Context: an optimization exercise on an open-source flow, tuned for small area and a short achievable clock period. The choices shown serve that exercise and are no tape-out recipe. No run shown here included a check of the RTL's function; only the layout flow was run. No activity file was given, so power comes from the tool's default toggle rates.

==> flow/design.v (outline; a module is shown in full before it is edited, if it fits) <==
// module running_average: 27 lines
// module ra_add_out: 486 lines
// module ra_add_nxt: 335 lines
// module ra_fa: 4 lines
// module ra_ha: 4 lines
// module ra_a21boi: 3 lines
// module ra_aoi21: 3 lines
// module ra_inv: 3 lines
// module ra_nand2: 3 lines
// module ra_nor2: 3 lines
// module ra_nor3b: 3 lines
// module ra_o21bai: 3 lines
// module ra_oai21: 3 lines
// module ra_xnor2: 3 lines
// module ra_xor2: 3 lines
module running_average #(
  parameter N = 4,
  parameter DATAWIDTH = 32
)(
  input   wire        clk,
  input   wire        reset,
  input   wire [DATAWIDTH -1 : 0] data_i,
  output  wire [DATAWIDTH -1 : 0] average_o
);
  // ...
==> flow/flow/run.sh <==
#!/bin/bash
set -euo pipefail
here=$(pwd)
DU_DEFAULT=$(cat flow/default_dont_use.txt)
DU_BIG=$(cat flow/big_cells.txt)
bash standard.sh DONT_USE_CELLS="$DU_DEFAULT $DU_BIG" synth > "$here/synth.log" 2>&1
args=()
if [[ -f flow/pnr_args.txt ]]; then
  while IFS= read -r line; do
    [[ -n "$line" && "$line" != \#* ]] && args+=("$line")
  done < flow/pnr_args.txt
fi
bash standard.sh "${args[@]}" finish > "$here/pnr.log" 2>&1
==> flow/flow/big_cells.txt <==
sky130_fd_sc_hd__a2111o_2 sky130_fd_sc_hd__a2111o_4 sky130_fd_sc_hd__a2111oi_2 sky130_fd_sc_hd__a2111oi_4 sky130_fd_sc_hd__a211o_2 sky130_fd_sc_hd__a211o_4 sky130_fd_sc_hd__a211oi_2 sky130_fd_sc_hd__a211oi_4 sky130_fd_sc_hd__a21bo_2 sky130_fd_sc_hd__a21bo_4 sky130_fd_sc_hd__a21boi_2 sky130_fd_sc_hd__a21boi_4 sky130_fd_sc_hd__a21o_2 sky130_fd_sc_hd__a21o_4 sky130_fd_sc_hd__a21oi_2 sky130_fd_sc_hd__a21oi_4 sky130_fd_sc_hd__a221o_2 sky130_fd_sc_hd__a221o_4 sky130_fd_sc_hd__a221oi_2 sky130_fd_sc_hd__a221oi_4 sky130_fd_sc_hd__a22o_2 sky130_fd_sc_hd__a22o_4 sky130_fd_sc_hd__a22oi_2 sky130_fd_sc_hd__a22oi_4 sky130_fd_sc_hd__a2bb2o_2 sky130_fd_sc_hd__a2bb2o_4 sky130_fd_sc_hd__a2bb2oi_2 sky130_fd_sc_hd__a2bb2oi_4 sky130_fd_sc_hd__a311o_2 sky130_fd_sc_hd__a311o_4 sky130_fd_sc_hd__a311oi_2 sky130_fd_sc_hd__a311oi_4 sky130_fd_sc_hd__a31o_2 sky130_fd_sc_hd__a31o_4 sky130_fd_sc_hd__a31oi_2 sky130_fd_sc_hd__a31oi_4 sky130_fd_sc_hd__a32o_2 sky130_fd_sc_hd__a32o_4 sky130_fd_sc_hd__a32oi_2 sky130_fd_sc_hd__a32oi_4 sky130_fd_sc_hd__a41o_2 sky130_fd_sc_hd__a41o_4 sky130_fd_sc_hd__a41oi_2 sky130_fd_sc_hd__a41oi_4 sky130_fd_sc_hd__and2_2 sky130_fd_sc_hd__and2_4 sky130_fd_sc_hd__and2b_2 sky130_fd_sc_hd__and2b_4 sky130_fd_sc_hd__and3_2 sky130_fd_sc_hd__and3_4 sky130_fd_sc_hd__and3b_2 sky130_fd_sc_hd__and3b_4 sky130_fd_sc_hd__and4_2 sky130_fd_sc_hd__and4_4 sky130_fd_sc_hd__and4b_2 sky130_fd_sc_hd__and4b_4 sky130_fd_sc_hd__and4bb_2 sky130_fd_sc_hd__and4bb_4 sky130_fd_sc_hd__fa_2 sky130_fd_sc_hd__fa_4 sky130_fd_sc_hd__ha_2 sky130_fd_sc_hd__ha_4 sky130_fd_sc_hd__inv_12 sky130_fd_sc_hd__inv_16 sky130_fd_sc_hd__inv_2 sky130_fd_sc_hd__inv_4 sky130_fd_sc_hd__inv_6 sky130_fd_sc_hd__inv_8 sky130_fd_sc_hd__maj3_2 sky130_fd_sc_hd__maj3_4 sky130_fd_sc_hd__mux2_2 sky130_fd_sc_hd__mux2_4 sky130_fd_sc_hd__mux2_8 sky130_fd_sc_hd__mux2i_2 sky130_fd_sc_hd__mux2i_4 sky130_fd_sc_hd__mux4_2 sky130_fd_sc_hd__mux4_4 sky130_fd_sc_hd__nand2_2 sky130_fd_sc_hd__nand2_4 sky130_fd_sc_hd__nand2_8 sky130_fd_sc_hd__nand2b_2 sky130_fd_sc_hd__nand2b_4 sky130_fd_sc_hd__nand3_2 sky130_fd_sc_hd__nand3_4 sky130_fd_sc_hd__nand3b_2 sky130_fd_sc_hd__nand3b_4 sky130_fd_sc_hd__nand4_2 sky130_fd_sc_hd__nand4_4 sky130_fd_sc_hd__nand4b_2 sky130_fd_sc_hd__nand4b_4 sky130_fd_sc_hd__nand4bb_2 sky130_fd_sc_hd__nand4bb_4 sky130_fd_sc_hd__nor2_2 sky130_fd_sc_hd__nor2_4 sky130_fd_sc_hd__nor2_8 sky130_fd_sc_hd__nor2b_2 sky130_fd_sc_hd__nor2b_4 sky130_fd_sc_hd__nor3_2 sky130_fd_sc_hd__nor3_4 sky130_fd_sc_hd__nor3b_2 sky130_fd_sc_hd__nor3b_4 sky130_fd_sc_hd__nor4_2 sky130_fd_sc_hd__nor4_4 sky130_fd_sc_hd__nor4b_2 sky130_fd_sc_hd__nor4b_4 sky130_fd_sc_hd__nor4bb_2 sky130_fd_sc_hd__nor4bb_4 sky130_fd_sc_hd__o2111a_2 sky130_fd_sc_hd__o2111a_4 sky130_fd_sc_hd__o2111ai_2 sky130_fd_sc_hd__o2111ai_4 sky130_fd_sc_hd__o211a_2 sky130_fd_sc_hd__o211a_4 sky130_fd_sc_hd__o211ai_2 sky130_fd_sc_hd__o211ai_4 sky130_fd_sc_hd__o21a_2 sky130_fd_sc_hd__o21a_4 sky130_fd_sc_hd__o21ai_2 sky130_fd_sc_hd__o21ai_4 sky130_fd_sc_hd__o21ba_2 sky130_fd_sc_hd__o21ba_4 sky130_fd_sc_hd__o21bai_2 sky130_fd_sc_hd__o21bai_4 sky130_fd_sc_hd__o221a_2 sky130_fd_sc_hd__o221a_4 sky130_fd_sc_hd__o221ai_2 sky130_fd_sc_hd__o221ai_4 sky130_fd_sc_hd__o22a_2 sky130_fd_sc_hd__o22a_4 sky130_fd_sc_hd__o22ai_2 sky130_fd_sc_hd__o22ai_4 sky130_fd_sc_hd__o2bb2a_2 sky130_fd_sc_hd__o2bb2a_4 sky130_fd_sc_hd__o2bb2ai_2 sky130_fd_sc_hd__o2bb2ai_4 sky130_fd_sc_hd__o311a_2 sky130_fd_sc_hd__o311a_4 sky130_fd_sc_hd__o311ai_2 sky130_fd_sc_hd__o311ai_4 sky130_fd_sc_hd__o31a_2 sky130_fd_sc_hd__o31a_4 sky130_fd_sc_hd__o31ai_2 sky130_fd_sc_hd__o31ai_4 sky130_fd_sc_hd__o32a_2 sky130_fd_sc_hd__o32a_4 sky130_fd_sc_hd__o32ai_2 sky130_fd_sc_hd__o32ai_4 sky130_fd_sc_hd__o41a_2 sky130_fd_sc_hd__o41a_4 sky130_fd_sc_hd__o41ai_2 sky130_fd_sc_hd__o41ai_4 sky130_fd_sc_hd__or2_2 sky130_fd_sc_hd__or2_4 sky130_fd_sc_hd__or2b_2 sky130_fd_sc_hd__or2b_4 sky130_fd_sc_hd__or3_2 sky130_fd_sc_hd__or3_4 sky130_fd_sc_hd__or3b_2 sky130_fd_sc_hd__or3b_4 sky130_fd_sc_hd__or4_2 sky130_fd_sc_hd__or4_4 sky130_fd_sc_hd__or4b_2 sky130_fd_sc_hd__or4b_4 sky130_fd_sc_hd__or4bb_2 sky130_fd_sc_hd__or4bb_4 sky130_fd_sc_hd__xnor2_2 sky130_fd_sc_hd__xnor2_4 sky130_fd_sc_hd__xnor3_2 sky130_fd_sc_hd__xnor3_4 sky130_fd_sc_hd__xor2_2 sky130_fd_sc_hd__xor2_4 sky130_fd_sc_hd__xor3_2 sky130_fd_sc_hd__xor3_4
==> flow/flow/default_dont_use.txt <==
sky130_fd_sc_hd__probe_p_8 sky130_fd_sc_hd__probec_p_8 sky130_fd_sc_hd__lpflow_bleeder_1 sky130_fd_sc_hd__lpflow_clkbufkapwr_1 sky130_fd_sc_hd__lpflow_clkbufkapwr_16 sky130_fd_sc_hd__lpflow_clkbufkapwr_2 sky130_fd_sc_hd__lpflow_clkbufkapwr_4 sky130_fd_sc_hd__lpflow_clkbufkapwr_8 sky130_fd_sc_hd__lpflow_clkinvkapwr_1 sky130_fd_sc_hd__lpflow_clkinvkapwr_16 sky130_fd_sc_hd__lpflow_clkinvkapwr_2 sky130_fd_sc_hd__lpflow_clkinvkapwr_4 sky130_fd_sc_hd__lpflow_clkinvkapwr_8 sky130_fd_sc_hd__lpflow_decapkapwr_12 sky130_fd_sc_hd__lpflow_decapkapwr_3 sky130_fd_sc_hd__lpflow_decapkapwr_4 sky130_fd_sc_hd__lpflow_decapkapwr_6 sky130_fd_sc_hd__lpflow_decapkapwr_8 sky130_fd_sc_hd__lpflow_inputiso0n_1 sky130_fd_sc_hd__lpflow_inputiso0p_1 sky130_fd_sc_hd__lpflow_inputiso1n_1 sky130_fd_sc_hd__lpflow_inputiso1p_1 sky130_fd_sc_hd__lpflow_inputisolatch_1 sky130_fd_sc_hd__lpflow_isobufsrc_1 sky130_fd_sc_hd__lpflow_isobufsrc_16 sky130_fd_sc_hd__lpflow_isobufsrc_2 sky130_fd_sc_hd__lpflow_isobufsrc_4 sky130_fd_sc_hd__lpflow_isobufsrc_8 sky130_fd_sc_hd__lpflow_isobufsrckapwr_16 sky130_fd_sc_hd__lpflow_lsbuf_lh_hl_isowell_tap_1 sky130_fd_sc_hd__lpflow_lsbuf_lh_hl_isowell_tap_2 sky130_fd_sc_hd__lpflow_lsbuf_lh_hl_isowell_tap_4 sky130_fd_sc_hd__lpflow_lsbuf_lh_isowell_4 sky130_fd_sc_hd__lpflow_lsbuf_lh_isowell_tap_1 sky130_fd_sc_hd__lpflow_lsbuf_lh_isowell_tap_2 sky130_fd_sc_hd__lpflow_lsbuf_lh_isowell_tap_4 
==> flow/flow/pnr_args.txt <==
BUFFER_PORTS_ARGS=-buffer_cell sky130_fd_sc_hd__buf_1
==> flow/standard.sh <==
#!/bin/bash
# synth_recipe.tcl (not shown) runs the flow's synth.tcl, then flattens the netlist and writes it again
# the make line also repeats each setting of config.mk as NAME=value (left out here)
make -C /OpenROAD-flow-scripts/flow DESIGN_CONFIG=/design/flow/config.mk WORK_HOME=/design/flow/orfs CLKGATE_MAP_FILE= SYNTH_SCRIPT=/design/flow/synth_recipe.tcl "${@:-finish}"
==> flow/config.mk <==
export PLATFORM = sky130hd
export DESIGN_NAME = running_average
export DESIGN_NICKNAME = running_average
export VERILOG_FILES = /design/flow/design.v
export SDC_FILE = /design/flow/constraint.sdc
export NUM_CORES = 4
export LEC_CHECK = 0
export CAP_MARGIN = 0
export CORE_MARGIN = 2
export CORE_UTILIZATION = 60
export CTS_BUF_LIST = sky130_fd_sc_hd__clkbuf_4 sky130_fd_sc_hd__clkbuf_8
export SETUP_SLACK_MARGIN = 2.5
export SLEW_MARGIN = 0
export SYNTH_HIERARCHICAL = 1
==> flow/constraint.sdc <==
create_clock -name core_clock -period 7.0 [get_ports {clk}]
set_input_delay 1.4000 -clock core_clock [delete_from_list [all_inputs] [get_ports {clk}]]
set_output_delay 1.4000 -clock core_clock [all_outputs]
set_load 0.01 [all_outputs]
==> notes.md, run 1 <==
register area=approximately 2400 sq um; Seq cells post-synth=96; status=no timing/DRC/antenna violations; met3 wire len=between 300 and 400 microns; min-delay src=s1[4]; Seq/Total Area, Yosys=a little over two fifths; Combinational Power Share=~53%; WS Path Type=in2out; Slew @ Worst Pin=about 0.64 ns; drt pass-1 iters=6; ys async rst share=between 90% and 100%; clock root buffer=clkbuf_8; Power Sequential=between 0.7 and 0.8 mW; post-synthesis instance area=approximately 5500 sq um; most common cell after layout, fill and taps aside=dfrtp_1; total track usage=about a quarter; Nets=~700; leading area contributor after synthesis=dfrtp_1; Core Footprint=between 8000 and 9000 sq um; dpl cells=between 700 and 800; Largest cell class=multi-input combinational cells; Worst path depth=10; post-synthesis cell type count=15; xor and xnor area share after synthesis=roughly 10%; clk slew on worst S/H paths=~0.11 ns; pin count of the biggest net entering global routing=52; die width=between 90 and 100 microns; leakage=about 2.8 nW; EDFF count, synth=0
==> module ra_add_nxt, before the edit <==
module ra_add_nxt (input wire [31:0] a, input wire [31:0] b, input wire [31:0] c, output wire [31:0] y);
  wire [31:0] fs;
  wire [32:0] fc;
  wire hs1;
  wire hc1;
  wire hs2;
  wire hc2;
  wire hs3;
  wire hc3;
  wire hs4;
  wire hc4;
  wire hs5;
  wire hc5;
  wire hs6;
  wire hc6;
  wire hs7;
  wire hc7;
  wire hs8;
  wire hc8;
  wire hs9;
  wire hc9;
  wire hs10;
  wire hc10;
  wire hs11;
  wire hc11;
  wire hs12;
  wire hc12;
  wire hs13;
  wire hc13;
  wire hs14;
  wire hc14;
  wire hs15;
  wire hc15;
  wire hs16;
  wire hc16;
  wire hs17;
  wire hc17;
  wire hs18;
  wire hc18;
  wire hs19;
  wire hc19;
  wire hs20;
  wire hc20;
  wire hs21;
  wire hc21;
  wire hs22;
  wire hc22;
  wire hs23;
  wire hc23;
  wire hs24;
  wire hc24;
  wire hs25;
  wire hc25;
  wire hs26;
  wire hc26;
  wire hs27;
  wire hc27;
  wire hs28;
  wire hc28;
  wire hs29;
  wire hc29;
  wire hs30;
  wire hc30;
  wire n1;
  wire n2;
  wire n3;
  wire n4;
  wire n5;
  wire n6;
  wire n7;
  wire n8;
  wire n9;
  wire n10;
  wire n11;
  wire n12;
  wire n13;
  wire n14;
  wire n15;
  wire n16;
  wire n17;
  wire n18;
  wire n19;
  wire n20;
  wire n21;
  wire n22;
  wire n23;
  wire n24;
  wire n25;
  wire n26;
  wire n27;
  wire n28;
  wire n29;
  wire n30;
  wire n31;
  wire n32;
  wire n33;
  wire n34;
  wire n35;
  wire n36;
  wire n37;
  wire n38;
  wire n39;
  wire n40;
  wire n41;
  wire n42;
  wire n43;
  wire n44;
  wire n45;
  wire n46;
  wire n47;
  wire n48;
  wire n49;
  wire n50;
  wire n51;
  wire n52;
  wire n53;
  wire n54;
  wire n55;
  wire n56;
  wire n57;
  wire n58;
  wire n59;
  wire n60;
  wire n61;
  wire n62;
  wire n63;
  wire n64;
  wire n65;
  wire n66;
  wire n67;
  wire n68;
  wire n69;
  wire n70;
  wire n71;
  wire n72;
  wire n73;
  wire n74;
  wire n75;
  wire n76;
  wire n77;
  wire n78;
  wire n79;
  wire n80;
  wire n81;
  wire n82;
  wire n83;
  wire n84;
  wire n85;
  wire n86;
  wire n87;
  wire n118;
  ra_fa f0 (.a(c[0]), .b(a[0]), .ci(b[0]), .s(fs[0]), .co(fc[1]));
  ra_fa f1 (.a(c[1]), .b(a[1]), .ci(b[1]), .s(fs[1]), .co(fc[2]));
  ra_fa f2 (.a(c[2]), .b(a[2]), .ci(b[2]), .s(fs[2]), .co(fc[3]));
  ra_fa f3 (.a(c[3]), .b(a[3]), .ci(b[3]), .s(fs[3]), .co(fc[4]));
  ra_fa f4 (.a(c[4]), .b(a[4]), .ci(b[4]), .s(fs[4]), .co(fc[5]));
  ra_fa f5 (.a(c[5]), .b(a[5]), .ci(b[5]), .s(fs[5]), .co(fc[6]));
  ra_fa f6 (.a(c[6]), .b(a[6]), .ci(b[6]), .s(fs[6]), .co(fc[7]));
  ra_fa f7 (.a(c[7]), .b(a[7]), .ci(b[7]), .s(fs[7]), .co(fc[8]));
  ra_fa f8 (.a(c[8]), .b(a[8]), .ci(b[8]), .s(fs[8]), .co(fc[9]));
  ra_fa f9 (.a(c[9]), .b(a[9]), .ci(b[9]), .s(fs[9]), .co(fc[10]));
  ra_fa f10 (.a(c[10]), .b(a[10]), .ci(b[10]), .s(fs[10]), .co(fc[11]));
  ra_fa f11 (.a(c[11]), .b(a[11]), .ci(b[11]), .s(fs[11]), .co(fc[12]));
  ra_fa f12 (.a(c[12]), .b(a[12]), .ci(b[12]), .s(fs[12]), .co(fc[13]));
  ra_fa f13 (.a(c[13]), .b(a[13]), .ci(b[13]), .s(fs[13]), .co(fc[14]));
  ra_fa f14 (.a(c[14]), .b(a[14]), .ci(b[14]), .s(fs[14]), .co(fc[15]));
  ra_fa f15 (.a(c[15]), .b(a[15]), .ci(b[15]), .s(fs[15]), .co(fc[16]));
  ra_fa f16 (.a(c[16]), .b(a[16]), .ci(b[16]), .s(fs[16]), .co(fc[17]));
  ra_fa f17 (.a(c[17]), .b(a[17]), .ci(b[17]), .s(fs[17]), .co(fc[18]));
  ra_fa f18 (.a(c[18]), .b(a[18]), .ci(b[18]), .s(fs[18]), .co(fc[19]));
  ra_fa f19 (.a(c[19]), .b(a[19]), .ci(b[19]), .s(fs[19]), .co(fc[20]));
  ra_fa f20 (.a(c[20]), .b(a[20]), .ci(b[20]), .s(fs[20]), .co(fc[21]));
  ra_fa f21 (.a(c[21]), .b(a[21]), .ci(b[21]), .s(fs[21]), .co(fc[22]));
  ra_fa f22 (.a(c[22]), .b(a[22]), .ci(b[22]), .s(fs[22]), .co(fc[23]));
  ra_fa f23 (.a(c[23]), .b(a[23]), .ci(b[23]), .s(fs[23]), .co(fc[24]));
  ra_fa f24 (.a(c[24]), .b(a[24]), .ci(b[24]), .s(fs[24]), .co(fc[25]));
  ra_fa f25 (.a(c[25]), .b(a[25]), .ci(b[25]), .s(fs[25]), .co(fc[26]));
  ra_fa f26 (.a(c[26]), .b(a[26]), .ci(b[26]), .s(fs[26]), .co(fc[27]));
  ra_fa f27 (.a(c[27]), .b(a[27]), .ci(b[27]), .s(fs[27]), .co(fc[28]));
  ra_fa f28 (.a(c[28]), .b(a[28]), .ci(b[28]), .s(fs[28]), .co(fc[29]));
  ra_fa f29 (.a(c[29]), .b(a[29]), .ci(b[29]), .s(fs[29]), .co(fc[30]));
  ra_fa f30 (.a(c[30]), .b(a[30]), .ci(b[30]), .s(fs[30]), .co(fc[31]));
  ra_fa f31 (.a(c[31]), .b(a[31]), .ci(b[31]), .s(fs[31]), .co(fc[32]));
  ra_ha h1 (.a(fs[1]), .b(fc[1]), .s(hs1), .co(hc1));
  ra_ha h2 (.a(fs[2]), .b(fc[2]), .s(hs2), .co(hc2));
  ra_ha h3 (.a(fs[3]), .b(fc[3]), .s(hs3), .co(hc3));
  ra_ha h4 (.a(fs[4]), .b(fc[4]), .s(hs4), .co(hc4));
  ra_ha h5 (.a(fs[5]), .b(fc[5]), .s(hs5), .co(hc5));
  ra_ha h6 (.a(fs[6]), .b(fc[6]), .s(hs6), .co(hc6));
  ra_ha h7 (.a(fs[7]), .b(fc[7]), .s(hs7), .co(hc7));
  ra_ha h8 (.a(fs[8]), .b(fc[8]), .s(hs8), .co(hc8));
  ra_ha h9 (.a(fs[9]), .b(fc[9]), .s(hs9), .co(hc9));
  ra_ha h10 (.a(fs[10]), .b(fc[10]), .s(hs10), .co(hc10));
  ra_ha h11 (.a(fs[11]), .b(fc[11]), .s(hs11), .co(hc11));
  ra_ha h12 (.a(fs[12]), .b(fc[12]), .s(hs12), .co(hc12));
  ra_ha h13 (.a(fs[13]), .b(fc[13]), .s(hs13), .co(hc13));
  ra_ha h14 (.a(fs[14]), .b(fc[14]), .s(hs14), .co(hc14));
  ra_ha h15 (.a(fs[15]), .b(fc[15]), .s(hs15), .co(hc15));
  ra_ha h16 (.a(fs[16]), .b(fc[16]), .s(hs16), .co(hc16));
  ra_ha h17 (.a(fs[17]), .b(fc[17]), .s(hs17), .co(hc17));
  ra_ha h18 (.a(fs[18]), .b(fc[18]), .s(hs18), .co(hc18));
  ra_ha h19 (.a(fs[19]), .b(fc[19]), .s(hs19), .co(hc19));
  ra_ha h20 (.a(fs[20]), .b(fc[20]), .s(hs20), .co(hc20));
  ra_ha h21 (.a(fs[21]), .b(fc[21]), .s(hs21), .co(hc21));
  ra_ha h22 (.a(fs[22]), .b(fc[22]), .s(hs22), .co(hc22));
  ra_ha h23 (.a(fs[23]), .b(fc[23]), .s(hs23), .co(hc23));
  ra_ha h24 (.a(fs[24]), .b(fc[24]), .s(hs24), .co(hc24));
  ra_ha h25 (.a(fs[25]), .b(fc[25]), .s(hs25), .co(hc25));
  ra_ha h26 (.a(fs[26]), .b(fc[26]), .s(hs26), .co(hc26));
  ra_ha h27 (.a(fs[27]), .b(fc[27]), .s(hs27), .co(hc27));
  ra_ha h28 (.a(fs[28]), .b(fc[28]), .s(hs28), .co(hc28));
  ra_ha h29 (.a(fs[29]), .b(fc[29]), .s(hs29), .co(hc29));
  ra_ha h30 (.a(fs[30]), .b(fc[30]), .s(hs30), .co(hc30));
  ra_aoi21 g1 (.a1(hs2), .a2(hc1), .b1(hc2), .y(n1));
  ra_aoi21 g2 (.a1(hs4), .a2(hc3), .b1(hc4), .y(n2));
  ra_nand2 g3 (.a(hs4), .b(hs3), .y(n3));
  ra_aoi21 g4 (.a1(hs6), .a2(hc5), .b1(hc6), .y(n4));
  ra_nand2 g5 (.a(hs6), .b(hs5), .y(n5));
  ra_aoi21 g6 (.a1(hs8), .a2(hc7), .b1(hc8), .y(n6));
  ra_nand2 g7 (.a(hs8), .b(hs7), .y(n7));
  ra_aoi21 g8 (.a1(hs10), .a2(hc9), .b1(hc10), .y(n8));
  ra_nand2 g9 (.a(hs10), .b(hs9), .y(n9));
  ra_aoi21 g10 (.a1(hs12), .a2(hc11), .b1(hc12), .y(n10));
  ra_nand2 g11 (.a(hs12), .b(hs11), .y(n11));
  ra_aoi21 g12 (.a1(hs14), .a2(hc13), .b1(hc14), .y(n12));
  ra_nand2 g13 (.a(hs14), .b(hs13), .y(n13));
  ra_aoi21 g14 (.a1(hs16), .a2(hc15), .b1(hc16), .y(n14));
  ra_nand2 g15 (.a(hs16), .b(hs15), .y(n15));
  ra_aoi21 g16 (.a1(hs18), .a2(hc17), .b1(hc18), .y(n16));
  ra_nand2 g17 (.a(hs18), .b(hs17), .y(n17));
  ra_aoi21 g18 (.a1(hs20), .a2(hc19), .b1(hc20), .y(n18));
  ra_nand2 g19 (.a(hs20), .b(hs19), .y(n19));
  ra_aoi21 g20 (.a1(hs22), .a2(hc21), .b1(hc22), .y(n20));
  ra_nand2 g21 (.a(hs22), .b(hs21), .y(n21));
  ra_aoi21 g22 (.a1(hs24), .a2(hc23), .b1(hc24), .y(n22));
  ra_nand2 g23 (.a(hs24), .b(hs23), .y(n23));
  ra_aoi21 g24 (.a1(hs26), .a2(hc25), .b1(hc26), .y(n24));
  ra_nand2 g25 (.a(hs26), .b(hs25), .y(n25));
  ra_aoi21 g26 (.a1(hs28), .a2(hc27), .b1(hc28), .y(n26));
  ra_nand2 g27 (.a(hs28), .b(hs27), .y(n27));
  ra_aoi21 g28 (.a1(hs30), .a2(hc29), .b1(hc30), .y(n28));
  ra_nand2 g29 (.a(hs30), .b(hs29), .y(n29));
  ra_oai21 g30 (.a1(n3), .a2(n1), .b1(n2), .y(n30));
  ra_oai21 g31 (.a1(n7), .a2(n4), .b1(n6), .y(n31));
  ra_nor2 g32 (.a(n7), .b(n5), .y(n32));
  ra_oai21 g33 (.a1(n11), .a2(n8), .b1(n10), .y(n33));
  ra_nor2 g34 (.a(n11), .b(n9), .y(n34));
  ra_oai21 g35 (.a1(n15), .a2(n12), .b1(n14), .y(n35));
  ra_nor2 g36 (.a(n15), .b(n13), .y(n36));
  ra_oai21 g37 (.a1(n19), .a2(n16), .b1(n18), .y(n37));
  ra_nor2 g38 (.a(n19), .b(n17), .y(n38));
  ra_oai21 g39 (.a1(n23), .a2(n20), .b1(n22), .y(n39));
  ra_nor2 g40 (.a(n23), .b(n21), .y(n40));
  ra_oai21 g41 (.a1(n27), .a2(n24), .b1(n26), .y(n41));
  ra_nor2 g42 (.a(n27), .b(n25), .y(n42));
  ra_aoi21 g43 (.a1(n32), .a2(n30), .b1(n31), .y(n43));
  ra_aoi21 g44 (.a1(n36), .a2(n33), .b1(n35), .y(n44));
  ra_nand2 g45 (.a(n36), .b(n34), .y(n45));
  ra_aoi21 g46 (.a1(n40), .a2(n37), .b1(n39), .y(n46));
  ra_nand2 g47 (.a(n40), .b(n38), .y(n47));
  ra_oai21 g48 (.a1(n45), .a2(n43), .b1(n44), .y(n48));
  ra_inv g49 (.a(n47), .y(n49));
  ra_a21boi g50 (.a1(n49), .a2(n48), .b1n(n46), .y(n50));
  ra_inv g51 (.a(n34), .y(n51));
  ra_o21bai g52 (.a1(n51), .a2(n43), .b1n(n33), .y(n52));
  ra_aoi21 g53 (.a1(n38), .a2(n48), .b1(n37), .y(n53));
  ra_inv g54 (.a(n42), .y(n54));
  ra_o21bai g55 (.a1(n54), .a2(n50), .b1n(n41), .y(n55));
  ra_inv g56 (.a(n5), .y(n56));
  ra_a21boi g57 (.a1(n56), .a2(n30), .b1n(n4), .y(n57));
  ra_oai21 g58 (.a1(n9), .a2(n43), .b1(n8), .y(n58));
  ra_inv g59 (.a(n13), .y(n59));
  ra_a21boi g60 (.a1(n59), .a2(n52), .b1n(n12), .y(n60));
  ra_inv g61 (.a(n17), .y(n61));
  ra_a21boi g62 (.a1(n61), .a2(n48), .b1n(n16), .y(n62));
  ra_oai21 g63 (.a1(n21), .a2(n53), .b1(n20), .y(n63));
  ra_oai21 g64 (.a1(n25), .a2(n50), .b1(n24), .y(n64));
  ra_inv g65 (.a(n29), .y(n65));
  ra_a21boi g66 (.a1(n65), .a2(n55), .b1n(n28), .y(n66));
  ra_inv g67 (.a(hs3), .y(n67));
  ra_o21bai g68 (.a1(n67), .a2(n1), .b1n(hc3), .y(n68));
  ra_aoi21 g69 (.a1(hs5), .a2(n30), .b1(hc5), .y(n69));
  ra_inv g70 (.a(hs7), .y(n70));
  ra_o21bai g71 (.a1(n70), .a2(n57), .b1n(hc7), .y(n71));
  ra_inv g72 (.a(hs9), .y(n72));
  ra_o21bai g73 (.a1(n72), .a2(n43), .b1n(hc9), .y(n73));
  ra_aoi21 g74 (.a1(hs11), .a2(n58), .b1(hc11), .y(n74));
  ra_aoi21 g75 (.a1(hs13), .a2(n52), .b1(hc13), .y(n75));
  ra_inv g76 (.a(hs15), .y(n76));
  ra_o21bai g77 (.a1(n76), .a2(n60), .b1n(hc15), .y(n77));
  ra_aoi21 g78 (.a1(hs17), .a2(n48), .b1(hc17), .y(n78));
  ra_inv g79 (.a(hs19), .y(n79));
  ra_o21bai g80 (.a1(n79), .a2(n62), .b1n(hc19), .y(n80));
  ra_inv g81 (.a(hs21), .y(n81));
  ra_o21bai g82 (.a1(n81), .a2(n53), .b1n(hc21), .y(n82));
  ra_aoi21 g83 (.a1(hs23), .a2(n63), .b1(hc23), .y(n83));
  ra_inv g84 (.a(hs25), .y(n84));
  ra_o21bai g85 (.a1(n84), .a2(n50), .b1n(hc25), .y(n85));
  ra_aoi21 g86 (.a1(hs27), .a2(n64), .b1(hc27), .y(n86));
  ra_aoi21 g87 (.a1(hs29), .a2(n55), .b1(hc29), .y(n87));
  assign y[0] = fs[0];
  assign fc[0] = 1'b0;
  ra_xor2 g88 (.a(fs[1]), .b(fc[1]), .y(y[1]));
  ra_xor2 g89 (.a(hs2), .b(hc1), .y(y[2]));
  ra_xnor2 g90 (.a(hs3), .b(n1), .y(y[3]));
  ra_xor2 g91 (.a(hs4), .b(n68), .y(y[4]));
  ra_xor2 g92 (.a(hs5), .b(n30), .y(y[5]));
  ra_xnor2 g93 (.a(hs6), .b(n69), .y(y[6]));
  ra_xnor2 g94 (.a(hs7), .b(n57), .y(y[7]));
  ra_xor2 g95 (.a(hs8), .b(n71), .y(y[8]));
  ra_xnor2 g96 (.a(hs9), .b(n43), .y(y[9]));
  ra_xor2 g97 (.a(hs10), .b(n73), .y(y[10]));
  ra_xor2 g98 (.a(hs11), .b(n58), .y(y[11]));
  ra_xnor2 g99 (.a(hs12), .b(n74), .y(y[12]));
  ra_xor2 g100 (.a(hs13), .b(n52), .y(y[13]));
  ra_xnor2 g101 (.a(hs14), .b(n75), .y(y[14]));
  ra_xnor2 g102 (.a(hs15), .b(n60), .y(y[15]));
  ra_xor2 g103 (.a(hs16), .b(n77), .y(y[16]));
  ra_xor2 g104 (.a(hs17), .b(n48), .y(y[17]));
  ra_xnor2 g105 (.a(hs18), .b(n78), .y(y[18]));
  ra_xnor2 g106 (.a(hs19), .b(n62), .y(y[19]));
  ra_xor2 g107 (.a(hs20), .b(n80), .y(y[20]));
  ra_xnor2 g108 (.a(hs21), .b(n53), .y(y[21]));
  ra_xor2 g109 (.a(hs22), .b(n82), .y(y[22]));
  ra_xor2 g110 (.a(hs23), .b(n63), .y(y[23]));
  ra_xnor2 g111 (.a(hs24), .b(n83), .y(y[24]));
  ra_xnor2 g112 (.a(hs25), .b(n50), .y(y[25]));
  ra_xor2 g113 (.a(hs26), .b(n85), .y(y[26]));
  ra_xor2 g114 (.a(hs27), .b(n64), .y(y[27]));
  ra_xnor2 g115 (.a(hs28), .b(n86), .y(y[28]));
  ra_xor2 g116 (.a(hs29), .b(n55), .y(y[29]));
  ra_xnor2 g117 (.a(hs30), .b(n87), .y(y[30]));
  ra_xor2 g118 (.a(fs[31]), .b(fc[31]), .y(n118));
  ra_xnor2 g119 (.a(n118), .b(n66), .y(y[31]));
endmodule
==> run 2: changes to the inputs <==
--- a/flow/design.v
+++ b/flow/design.v
@@ -661,7 +661,52 @@
   wire n85;
   wire n86;
   wire n87;
+  wire n88;
+  wire n89;
+  wire n90;
+  wire n91;
+  wire n92;
+  wire n93;
+  wire n94;
+  wire n95;
+  wire n96;
+  wire n97;
+  wire n98;
+  wire n99;
+  wire n100;
+  wire n101;
+  wire n102;
+  wire n103;
+  wire n104;
+  wire n105;
+  wire n106;
+  wire n107;
+  wire n108;
+  wire n109;
+  wire n110;
+  wire n111;
+  wire n112;
+  wire n113;
+  wire n114;
+  wire n115;
+  wire n116;
+  wire n117;
   wire n118;
+  wire n119;
+  wire n120;
+  wire n121;
+  wire n122;
+  wire n123;
+  wire n124;
+  wire n125;
+  wire n126;
+  wire n127;
+  wire n128;
+  wire n129;
+  wire n130;
+  wire n131;
+  wire n132;
+  wire n163;
   ra_fa f0 (.a(c[0]), .b(a[0]), .ci(b[0]), .s(fs[0]), .co(fc[1]));
   ra_fa f1 (.a(c[1]), .b(a[1]), .ci(b[1]), .s(fs[1]), .co(fc[2]));
   ra_fa f2 (.a(c[2]), .b(a[2]), .ci(b[2]), .s(fs[2]), .co(fc[3]));
@@ -754,97 +799,142 @@
   ra_aoi21 g28 (.a1(hs30), .a2(hc29), .b1(hc30), .y(n28));
   ra_nand2 g29 (.a(hs30), .b(hs29), .y(n29));
   ra_oai21 g30 (.a1(n3), .a2(n1), .b1(n2), .y(n30));
-  ra_oai21 g31 (.a1(n7), .a2(n4), .b1(n6), .y(n31));
-  ra_nor2 g32 (.a(n7), .b(n5), .y(n32));
-  ra_oai21 g33 (.a1(n11), .a2(n8), .b1(n10), .y(n33));
-  ra_nor2 g34 (.a(n11), .b(n9), .y(n34));
-  ra_oai21 g35 (.a1(n15), .a2(n12), .b1(n14), .y(n35));
-  ra_nor2 g36 (.a(n15), .b(n13), .y(n36));
-  ra_oai21 g37 (.a1(n19), .a2(n16), .b1(n18), .y(n37));
-  ra_nor2 g38 (.a(n19), .b(n17), .y(n38));
-  ra_oai21 g39 (.a1(n23), .a2(n20), .b1(n22), .y(n39));
-  ra_nor2 g40 (.a(n23), .b(n21), .y(n40));
-  ra_oai21 g41 (.a1(n27), .a2(n24), .b1(n26), .y(n41));
-  ra_nor2 g42 (.a(n27), .b(n25), .y(n42));
-  ra_aoi21 g43 (.a1(n32), .a2(n30), .b1(n31), .y(n43));
-  ra_aoi21 g44 (.a1(n36), .a2(n33), .b1(n35), .y(n44));
-  ra_nand2 g45 (.a(n36), .b(n34), .y(n45));
-  ra_aoi21 g46 (.a1(n40), .a2(n37), .b1(n39), .y(n46));
-  ra_nand2 g47 (.a(n40), .b(n38), .y(n47));
-  ra_oai21 g48 (.a1(n45), .a2(n43), .b1(n44), .y(n48));
-  ra_inv g49 (.a(n47), .y(n49));
-  ra_a21boi g50 (.a1(n49), .a2(n48), .b1n(n46), .y(n50));
-  ra_inv g51 (.a(n34), .y(n51));
-  ra_o21bai g52 (.a1(n51), .a2(n43), .b1n(n33), .y(n52));
-  ra_aoi21 g53 (.a1(n38), .a2(n48), .b1(n37), .y(n53));
-  ra_inv g54 (.a(n42), .y(n54));
-  ra_o21bai g55 (.a1(n54), .a2(n50), .b1n(n41), .y(n55));
-  ra_inv g56 (.a(n5), .y(n56));
-  ra_a21boi g57 (.a1(n56), .a2(n30), .b1n(n4), .y(n57));
-  ra_oai21 g58 (.a1(n9), .a2(n43), .b1(n8), .y(n58));
-  ra_inv g59 (.a(n13), .y(n59));
-  ra_a21boi g60 (.a1(n59), .a2(n52), .b1n(n12), .y(n60));
-  ra_inv g61 (.a(n17), .y(n61));
-  ra_a21boi g62 (.a1(n61), .a2(n48), .b1n(n16), .y(n62));
-  ra_oai21 g63 (.a1(n21), .a2(n53), .b1(n20), .y(n63));
-  ra_oai21 g64 (.a1(n25), .a2(n50), .b1(n24), .y(n64));
-  ra_inv g65 (.a(n29), .y(n65));
-  ra_a21boi g66 (.a1(n65), .a2(n55), .b1n(n28), .y(n66));
-  ra_inv g67 (.a(hs3), .y(n67));
-  ra_o21bai g68 (.a1(n67), .a2(n1), .b1n(hc3), .y(n68));
-  ra_aoi21 g69 (.a1(hs5), .a2(n30), .b1(hc5), .y(n69));
-  ra_inv g70 (.a(hs7), .y(n70));
-  ra_o21bai g71 (.a1(n70), .a2(n57), .b1n(hc7), .y(n71));
-  ra_inv g72 (.a(hs9), .y(n72));
-  ra_o21bai g73 (.a1(n72), .a2(n43), .b1n(hc9), .y(n73));
-  ra_aoi21 g74 (.a1(hs11), .a2(n58), .b1(hc11), .y(n74));
-  ra_aoi21 g75 (.a1(hs13), .a2(n52), .b1(hc13), .y(n75));
-  ra_inv g76 (.a(hs15), .y(n76));
-  ra_o21bai g77 (.a1(n76), .a2(n60), .b1n(hc15), .y(n77));
-  ra_aoi21 g78 (.a1(hs17), .a2(n48), .b1(hc17), .y(n78));
-  ra_inv g79 (.a(hs19), .y(n79));
-  ra_o21bai g80 (.a1(n79), .a2(n62), .b1n(hc19), .y(n80));
-  ra_inv g81 (.a(hs21), .y(n81));
-  ra_o21bai g82 (.a1(n81), .a2(n53), .b1n(hc21), .y(n82));
-  ra_aoi21 g83 (.a1(hs23), .a2(n63), .b1(hc23), .y(n83));
-  ra_inv g84 (.a(hs25), .y(n84));
-  ra_o21bai g85 (.a1(n84), .a2(n50), .b1n(hc25), .y(n85));
-  ra_aoi21 g86 (.a1(hs27), .a2(n64), .b1(hc27), .y(n86));
-  ra_aoi21 g87 (.a1(hs29), .a2(n55), .b1(hc29), .y(n87));
+  ra_oai21 g31 (.a1(n5), .a2(n2), .b1(n4), .y(n31));
+  ra_nor2 g32 (.a(n5), .b(n3), .y(n32));
+  ra_oai21 g33 (.a1(n7), .a2(n4), .b1(n6), .y(n33));
+  ra_nor2 g34 (.a(n7), .b(n5), .y(n34));
+  ra_oai21 g35 (.a1(n9), .a2(n6), .b1(n8), .y(n35));
+  ra_nor2 g36 (.a(n9), .b(n7), .y(n36));
+  ra_oai21 g37 (.a1(n11), .a2(n8), .b1(n10), .y(n37));
+  ra_nor2 g38 (.a(n11), .b(n9), .y(n38));
+  ra_oai21 g39 (.a1(n13), .a2(n10), .b1(n12), .y(n39));
+  ra_nor2 g40 (.a(n13), .b(n11), .y(n40));
+  ra_oai21 g41 (.a1(n15), .a2(n12), .b1(n14), .y(n41));
+  ra_nor2 g42 (.a(n15), .b(n13), .y(n42));
+  ra_oai21 g43 (.a1(n17), .a2(n14), .b1(n16), .y(n43));
+  ra_nor2 g44 (.a(n17), .b(n15), .y(n44));
+  ra_oai21 g45 (.a1(n19), .a2(n16), .b1(n18), .y(n45));
+  ra_nor2 g46 (.a(n19), .b(n17), .y(n46));
+  ra_oai21 g47 (.a1(n21), .a2(n18), .b1(n20), .y(n47));
+  ra_nor2 g48 (.a(n21), .b(n19), .y(n48));
+  ra_oai21 g49 (.a1(n23), .a2(n20), .b1(n22), .y(n49));
+  ra_nor2 g50 (.a(n23), .b(n21), .y(n50));
+  ra_oai21 g51 (.a1(n25), .a2(n22), .b1(n24), .y(n51));
+  ra_nor2 g52 (.a(n25), .b(n23), .y(n52));
+  ra_oai21 g53 (.a1(n27), .a2(n24), .b1(n26), .y(n53));
+  ra_nor2 g54 (.a(n27), .b(n25), .y(n54));
+  ra_oai21 g55 (.a1(n29), .a2(n26), .b1(n28), .y(n55));
+  ra_nor2 g56 (.a(n29), .b(n27), .y(n56));
+  ra_inv g57 (.a(n1), .y(n57));
+  ra_aoi21 g58 (.a1(n32), .a2(n57), .b1(n31), .y(n58));
+  ra_aoi21 g59 (.a1(n34), .a2(n30), .b1(n33), .y(n59));
+  ra_aoi21 g60 (.a1(n36), .a2(n31), .b1(n35), .y(n60));
+  ra_nand2 g61 (.a(n36), .b(n32), .y(n61));
+  ra_aoi21 g62 (.a1(n38), .a2(n33), .b1(n37), .y(n62));
+  ra_nand2 g63 (.a(n38), .b(n34), .y(n63));
+  ra_aoi21 g64 (.a1(n40), .a2(n35), .b1(n39), .y(n64));
+  ra_nand2 g65 (.a(n40), .b(n36), .y(n65));
+  ra_aoi21 g66 (.a1(n42), .a2(n37), .b1(n41), .y(n66));
+  ra_nand2 g67 (.a(n42), .b(n38), .y(n67));
+  ra_aoi21 g68 (.a1(n44), .a2(n39), .b1(n43), .y(n68));
+  ra_nand2 g69 (.a(n44), .b(n40), .y(n69));
+  ra_aoi21 g70 (.a1(n46), .a2(n41), .b1(n45), .y(n70));
+  ra_nand2 g71 (.a(n46), .b(n42), .y(n71));
+  ra_aoi21 g72 (.a1(n48), .a2(n43), .b1(n47), .y(n72));
+  ra_nand2 g73 (.a(n48), .b(n44), .y(n73));
+  ra_aoi21 g74 (.a1(n50), .a2(n45), .b1(n49), .y(n74));
+  ra_nand2 g75 (.a(n50), .b(n46), .y(n75));
+  ra_aoi21 g76 (.a1(n52), .a2(n47), .b1(n51), .y(n76));
+  ra_nand2 g77 (.a(n52), .b(n48), .y(n77));
+  ra_aoi21 g78 (.a1(n54), .a2(n49), .b1(n53), .y(n78));
+  ra_nand2 g79 (.a(n54), .b(n50), .y(n79));
+  ra_aoi21 g80 (.a1(n56), .a2(n51), .b1(n55), .y(n80));
+  ra_nand2 g81 (.a(n56), .b(n52), .y(n81));
+  ra_oai21 g82 (.a1(n61), .a2(n1), .b1(n60), .y(n82));
+  ra_inv g83 (.a(n30), .y(n83));
+  ra_oai21 g84 (.a1(n63), .a2(n83), .b1(n62), .y(n84));
+  ra_oai21 g85 (.a1(n65), .a2(n58), .b1(n64), .y(n85));
+  ra_oai21 g86 (.a1(n67), .a2(n59), .b1(n66), .y(n86));
+  ra_oai21 g87 (.a1(n69), .a2(n60), .b1(n68), .y(n87));
+  ra_nor2 g88 (.a(n69), .b(n61), .y(n88));
+  ra_oai21 g89 (.a1(n71), .a2(n62), .b1(n70), .y(n89));
+  ra_nor2 g90 (.a(n71), .b(n63), .y(n90));
+  ra_oai21 g91 (.a1(n73), .a2(n64), .b1(n72), .y(n91));
+  ra_nor2 g92 (.a(n73), .b(n65), .y(n92));
+  ra_oai21 g93 (.a1(n75), .a2(n66), .b1(n74), .y(n93));
+  ra_nor2 g94 (.a(n75), .b(n67), .y(n94));
+  ra_oai21 g95 (.a1(n77), .a2(n68), .b1(n76), .y(n95));
+  ra_nor2 g96 (.a(n77), .b(n69), .y(n96));
+  ra_oai21 g97 (.a1(n79), .a2(n70), .b1(n78), .y(n97));
+  ra_nor2 g98 (.a(n79), .b(n71), .y(n98));
+  ra_oai21 g99 (.a1(n81), .a2(n72), .b1(n80), .y(n99));
+  ra_nor2 g100 (.a(n81), .b(n73), .y(n100));
+  ra_aoi21 g101 (.a1(n88), .a2(n57), .b1(n87), .y(n101));
+  ra_aoi21 g102 (.a1(n90), .a2(n30), .b1(n89), .y(n102));
+  ra_inv g103 (.a(n58), .y(n103));
+  ra_aoi21 g104 (.a1(n92), .a2(n103), .b1(n91), .y(n104));
+  ra_inv g105 (.a(n59), .y(n105));
+  ra_aoi21 g106 (.a1(n94), .a2(n105), .b1(n93), .y(n106));
+  ra_aoi21 g107 (.a1(n96), .a2(n82), .b1(n95), .y(n107));
+  ra_aoi21 g108 (.a1(n98), .a2(n84), .b1(n97), .y(n108));
+  ra_aoi21 g109 (.a1(n100), .a2(n85), .b1(n99), .y(n109));
+  ra_inv g110 (.a(hs3), .y(n110));
+  ra_o21bai g111 (.a1(n110), .a2(n1), .b1n(hc3), .y(n111));
+  ra_aoi21 g112 (.a1(hs5), .a2(n30), .b1(hc5), .y(n112));
+  ra_inv g113 (.a(hs7), .y(n113));
+  ra_o21bai g114 (.a1(n113), .a2(n58), .b1n(hc7), .y(n114));
+  ra_inv g115 (.a(hs9), .y(n115));
+  ra_o21bai g116 (.a1(n115), .a2(n59), .b1n(hc9), .y(n116));
+  ra_aoi21 g117 (.a1(hs11), .a2(n82), .b1(hc11), .y(n117));
+  ra_aoi21 g118 (.a1(hs13), .a2(n84), .b1(hc13), .y(n118));
+  ra_aoi21 g119 (.a1(hs15), .a2(n85), .b1(hc15), .y(n119));
+  ra_aoi21 g120 (.a1(hs17), .a2(n86), .b1(hc17), .y(n120));
+  ra_inv g121 (.a(hs19), .y(n121));
+  ra_o21bai g122 (.a1(n121), .a2(n101), .b1n(hc19), .y(n122));
+  ra_inv g123 (.a(hs21), .y(n123));
+  ra_o21bai g124 (.a1(n123), .a2(n102), .b1n(hc21), .y(n124));
+  ra_inv g125 (.a(hs23), .y(n125));
+  ra_o21bai g126 (.a1(n125), .a2(n104), .b1n(hc23), .y(n126));
+  ra_inv g127 (.a(hs25), .y(n127));
+  ra_o21bai g128 (.a1(n127), .a2(n106), .b1n(hc25), .y(n128));
+  ra_inv g129 (.a(hs27), .y(n129));
+  ra_o21bai g130 (.a1(n129), .a2(n107), .b1n(hc27), .y(n130));
+  ra_inv g131 (.a(hs29), .y(n131));
+  ra_o21bai g132 (.a1(n131), .a2(n108), .b1n(hc29), .y(n132));
   assign y[0] = fs[0];
   assign fc[0] = 1'b0;
-  ra_xor2 g88 (.a(fs[1]), .b(fc[1]), .y(y[1]));
-  ra_xor2 g89 (.a(hs2), .b(hc1), .y(y[2]));
-  ra_xnor2 g90 (.a(hs3), .b(n1), .y(y[3]));
-  ra_xor2 g91 (.a(hs4), .b(n68), .y(y[4]));
-  ra_xor2 g92 (.a(hs5), .b(n30), .y(y[5]));
-  ra_xnor2 g93 (.a(hs6), .b(n69), .y(y[6]));
-  ra_xnor2 g94 (.a(hs7), .b(n57), .y(y[7]));
-  ra_xor2 g95 (.a(hs8), .b(n71), .y(y[8]));
-  ra_xnor2 g96 (.a(hs9), .b(n43), .y(y[9]));
-  ra_xor2 g97 (.a(hs10), .b(n73), .y(y[10]));
-  ra_xor2 g98 (.a(hs11), .b(n58), .y(y[11]));
-  ra_xnor2 g99 (.a(hs12), .b(n74), .y(y[12]));
-  ra_xor2 g100 (.a(hs13), .b(n52), .y(y[13]));
-  ra_xnor2 g101 (.a(hs14), .b(n75), .y(y[14]));
-  ra_xnor2 g102 (.a(hs15), .b(n60), .y(y[15]));
-  ra_xor2 g103 (.a(hs16), .b(n77), .y(y[16]));
-  ra_xor2 g104 (.a(hs17), .b(n48), .y(y[17]));
-  ra_xnor2 g105 (.a(hs18), .b(n78), .y(y[18]));
-  ra_xnor2 g106 (.a(hs19), .b(n62), .y(y[19]));
-  ra_xor2 g107 (.a(hs20), .b(n80), .y(y[20]));
-  ra_xnor2 g108 (.a(hs21), .b(n53), .y(y[21]));
-  ra_xor2 g109 (.a(hs22), .b(n82), .y(y[22]));
-  ra_xor2 g110 (.a(hs23), .b(n63), .y(y[23]));
-  ra_xnor2 g111 (.a(hs24), .b(n83), .y(y[24]));
-  ra_xnor2 g112 (.a(hs25), .b(n50), .y(y[25]));
-  ra_xor2 g113 (.a(hs26), .b(n85), .y(y[26]));
-  ra_xor2 g114 (.a(hs27), .b(n64), .y(y[27]));
-  ra_xnor2 g115 (.a(hs28), .b(n86), .y(y[28]));
-  ra_xor2 g116 (.a(hs29), .b(n55), .y(y[29]));
-  ra_xnor2 g117 (.a(hs30), .b(n87), .y(y[30]));
-  ra_xor2 g118 (.a(fs[31]), .b(fc[31]), .y(n118));
-  ra_xnor2 g119 (.a(n118), .b(n66), .y(y[31]));
+  ra_xor2 g133 (.a(fs[1]), .b(fc[1]), .y(y[1]));
+  ra_xor2 g134 (.a(hs2), .b(hc1), .y(y[2]));
+  ra_xnor2 g135 (.a(hs3), .b(n1), .y(y[3]));
+  ra_xor2 g136 (.a(hs4), .b(n111), .y(y[4]));
+  ra_xor2 g137 (.a(hs5), .b(n30), .y(y[5]));
+  ra_xnor2 g138 (.a(hs6), .b(n112), .y(y[6]));
+  ra_xnor2 g139 (.a(hs7), .b(n58), .y(y[7]));
+  ra_xor2 g140 (.a(hs8), .b(n114), .y(y[8]));
+  ra_xnor2 g141 (.a(hs9), .b(n59), .y(y[9]));
+  ra_xor2 g142 (.a(hs10), .b(n116), .y(y[10]));
+  ra_xor2 g143 (.a(hs11), .b(n82), .y(y[11]));
+  ra_xnor2 g144 (.a(hs12), .b(n117), .y(y[12]));
+  ra_xor2 g145 (.a(hs13), .b(n84), .y(y[13]));
+  ra_xnor2 g146 (.a(hs14), .b(n118), .y(y[14]));
+  ra_xor2 g147 (.a(hs15), .b(n85), .y(y[15]));
+  ra_xnor2 g148 (.a(hs16), .b(n119), .y(y[16]));
+  ra_xor2 g149 (.a(hs17), .b(n86), .y(y[17]));
+  ra_xnor2 g150 (.a(hs18), .b(n120), .y(y[18]));
+  ra_xnor2 g151 (.a(hs19), .b(n101), .y(y[19]));
+  ra_xor2 g152 (.a(hs20), .b(n122), .y(y[20]));
+  ra_xnor2 g153 (.a(hs21), .b(n102), .y(y[21]));
+  ra_xor2 g154 (.a(hs22), .b(n124), .y(y[22]));
+  ra_xnor2 g155 (.a(hs23), .b(n104), .y(y[23]));
+  ra_xor2 g156 (.a(hs24), .b(n126), .y(y[24]));
+  ra_xnor2 g157 (.a(hs25), .b(n106), .y(y[25]));
+  ra_xor2 g158 (.a(hs26), .b(n128), .y(y[26]));
+  ra_xnor2 g159 (.a(hs27), .b(n107), .y(y[27]));
+  ra_xor2 g160 (.a(hs28), .b(n130), .y(y[28]));
+  ra_xnor2 g161 (.a(hs29), .b(n108), .y(y[29]));
+  ra_xor2 g162 (.a(hs30), .b(n132), .y(y[30]));
+  ra_xor2 g163 (.a(fs[31]), .b(fc[31]), .y(n163));
+  ra_xnor2 g164 (.a(n163), .b(n109), .y(y[31]));
 endmodule
 module ra_fa (input wire a, input wire b, input wire ci, output wire s, output wire co);
   assign s = a ^ b ^ ci;
==> run 2 against run 1 <==
Net effect:
- still clean
- clock-buffer cell count is the same
- sequential share of layout area shrank 0.66 points
- utilization shrank 1.8 points
- synthesized area grew 3.4%
- clock power grew 5.4%
- critical endpoint is now average_o[17]
- highest routed layer unchanged
==> notes.md, run 2 <==
Hold-fix buffers, CTS=0; CTS H-tree lvls=3; WS Path Type=in2out; Inserted Clock Buffers=9; Final Cell Area=roughly 6500 sq um; DR iter-0 viols=181; final total power=2.43 mW; ANT cells=0; drt pass-1 iters=5 (-1); # setup viols final=0; antenna violations before repair=0; leakage=2.75 nW (about the same); RSZ-0062 raised after global routing=yes; Area contributors post-synth=dfrtp_1 42%, fa_1 11%, ha_1 6.6%; gr ovfl total=0; Fill cells=731; Cells after Synth=between 500 and 600; Final min period=approximately 4.4 ns; Crit Path Max Fanout=4; Post-Route Skew=about 0.0066 ns; # clock sinks=96; commonest non-fill, non-tap cells in the layout=96 x dfrtp_1, 76 x nand2_1, 57 x a21oi_1; total number of vias=around 4500; Largest regs=s1 (32), s2 (32), s3 (32); Synth Warn #=7; Routed Antenna Nets=0; fin. max-slew vios=0; most numerous cell in the Yosys netlist=dfrtp_1; vias in the first global route=roughly 4500; max_cap viols=0; Via-to-Cell Ratio=about 5.7; post-synth top area share=between 40% and 50%; Hold WC Path Type=reg2reg; Syn-to-layout area delta=15.2%; die width=101 microns (+1.6%); Skew-Pair Late Insertion Delay=0.37 ns; row cnt=35; Combinational Power Share=52.4% (-0.3 points); GPL Wtd Cong=about 0.93; placed inst area=about 6000 sq um; drc violations=0; leading area contributor after synthesis=dfrtp_1; Slew @ Worst Pin=0.601 ns (-0.0361 ns); post-route setup TNS=0 ns; CP arrival=between 3 and 4 ns; most common cell after layout, fill and taps aside=dfrtp_1; post-DR wirelength/cell=roughly 16 microns; CP Capture Type=primary output; post-synthesis cell type count=15 (unchanged); Critical Path Most Common Cell=o21ai_1; total track usage=26.7% (+2.6 points); die area=slightly above 10000 sq um; CP required=~5.6 ns; CTS tree=yes; slowest CP cell=a21oi_1; internal power=around 1.4 mW; port buffer count=63; Core Footprint=9200 sq um (+4.4%); hpwl dp=around 10000 microns; layout cells sized above 1=13.3%; clock power share=between 10% and 20%; VDD IR-drop max=roughly 230 uV; CP Launch Type=primary input; Clock Path Buffers=2; first-pass GRT wire length=roughly 21000 microns; relative slew slack=between 50% and 60%; fin crit share=63.5%; clk slew on worst S/H paths=0.09 ns (-0.02 ns); status=no timing/DRC/antenna violations; register share of total power=around 30%; fmax=between 200 and 250 MHz; Avg Inst Size Synth=9.75 sq um; EDFF count, synth=0 (unchanged); Post-synth top flop=dfrtp_1; crit path cell chain=clkbuf_2, nor2_1, o21ai_1, a21oi_1, o21ai_1, a21oi_1, o21ai_1, a21boi_1, xnor2_1, buf_1; post-synthesis instance area=5680 sq um (+3.4%); Hold Fails Final Rpt=0; switching portion of total power=around 43%; pin count of the biggest net entering global routing=50 (-3.8%); Initial Util=61.8%; Seq cells post-synth=96 (unchanged); top post-synthesis cells by count=96 x dfrtp_1, 76 x nand2_1, 76 x nor2_1; ys async rst share=100% (unchanged); total power divided by cell area=371 nW/um^2; Seq/Total Area, Yosys=42.3% (-1.4 points); Nets=758 (+6.0%); max incr delay on CP=approximately 0.2 ns; Net Sw Power=around 1.1 mW; Chip Height=roughly 100 microns; # IOs=66; routed wire length=roughly 13000 microns; clock root buffer=clkbuf_8
## run 2: layer usage
metal  part of all wire (%)  routed length (microns)  global-route usage, %
met5                      0                        0                      0
met4                    2.8                      355                   8.84
met3                    5.2                      670                   5.73
met2                     48                     6120                   43.8
met1                     44                     5670                   35.5
## run 2: kinds of logic (layout without fill, tap and decap cells)
kind of cell	count (synthesis)	after routing	synth area share [%]
adder cells (fa/ha/maj)	62	62	17.9
flip-flops	96	96	42.3
AND/OR/NAND/NOR	181	181	13.9
XOR/XNOR	63	63	9.71
other	1	2	0.0660
AO/OA/AOI/OAI	149	149	14.0
buffers and inverters	31	114	2.25
## run 2: through the flow
step                      setup WS (ns)  util, %  instances  hold slack, ns
after CTS                          2.44     69.1        774           0.417
after detailed placement           2.10     65.9        757           0.395
after global routing               2.41     71.2        778           0.426
after floorplan                    2.83        -        584           0.386
after global placement             2.19     65.9        757           0.391
final                              2.56     71.2        778           0.411
## run 2: worst max-delay path, delay by kind of cell
kind	cells	cell delay, ns
simple gates	1	0.18
buf+inv	2	0.32
xor+xnor	1	0.17
compound gates	6	0.98
## run 2: per-module statistics from Yosys, one instance, submodules excluded, excerpt
module	cell area, sq um	cells	flip-flops and latches	times used
ra_a21boi	7.51	1	0	10
ra_add_nxt	7.51	1	0	1
ra_aoi21	5.00	1	0	65
ra_ha	12.5	1	0	30
ra_inv	3.75	1	0	27
ra_nand2	3.75	1	0	76
ra_nor2	3.75	1	0	76
ra_nor3b	7.51	1	0	29
ra_o21bai	7.51	1	0	9
ra_oai21	5.00	1	0	65
ra_xor2	8.76	1	0	32
running_average	2420	100	96	1
## run 2: cell type report
class	count	area, sq um	area share, %
Timing Repair Buffer	70	305	4.66
Clock buffer	10	131	2.01
Inverter	28	108	1.64
Sequential cell	96	2400	36.7
Tap cell	111	139	2.12
Clock inverter	6	108	1.64
Multi-Input combinational cell	457	3350	51.2
## run 2: worst paths after layout
path	startpoint	end	slack, ns	cells past startpoint
max in group asynchronous	reset	s3[13]	4.59	4
setup / recovery	data_i[11]	average_o[17]	2.56	10
setup reg to reg	s1[2]	s3[26]	3.71	9
min in group asynchronous	reset	s1[21]	1.38	3
hold / removal	s1[6]	s2[6]	0.41	0
hold reg to reg	s1[6]	s2[6]	0.41	0
## run 2: what timing repair did
item | in CTS | in global routing
cloned | 0 | 0
setup endpoints to repair | 18 | 18
setup buffers | 1 | 4
endpoints found under the hold margin | 0 | 0
gates resized for setup | 12 | 58
pin swaps | 0 | 3
## run 2: power by group through the flow
stage | Combinational (mW) | Clock (mW) | Sequential, mW
2_1_floorplan | 0.817 | 0 | 0.715
3_3_place_gp | 1.11 | 0 | 0.724
3_5_place_dp | 1.14 | 0 | 0.727
4_1_cts | 1.18 | 0.441 | 0.717
5_1_grt | 1.40 | 0.467 | 0.740
6_report | 1.27 | 0.431 | 0.726

what the ideal ports hide:
No port has a modelled driver above. Below, the same layouts with a new extraction and two added sets of constraints.
Step 1 (the two cells are an assumption about what drives the block):
set clk [get_ports {clk}]
set_driving_cell -lib_cell sky130_fd_sc_hd__clkbuf_16 $clk
set_driving_cell -lib_cell sky130_fd_sc_hd__buf_2 [delete_from_list [all_inputs] $clk]
Step 2, shift: input delay + t, output delay - t, t = (earliest + latest rising clock arrival at the registers) / 2. This alone moves slack from input paths to output paths.
Three values: ideal ports, drivers, drivers and shift; two values: the first two.
| run | t (ns) | slack for setup (ns) | hold WS [ns] | clock arrival spread, ns | worst register clock-pin slew, ns |
|---|---|---|---|---|---|
| run 1 | 0.388 | 2.604 / 2.580 / 2.349 | 0.403 / 0.403 / 0.403 | 0.017 / 0.017 | 0.11 / 0.11 |
| run 2 | 0.398 | 2.555 / 2.534 / 2.534 | 0.411 / 0.411 / 0.411 | 0.007 / 0.006 | 0.09 / 0.09 |
After both steps every run listed still meets setup and hold. The setup slack of run 1, which loses most, moves by -0.024 ns with the drivers and by -0.255 ns with both steps.
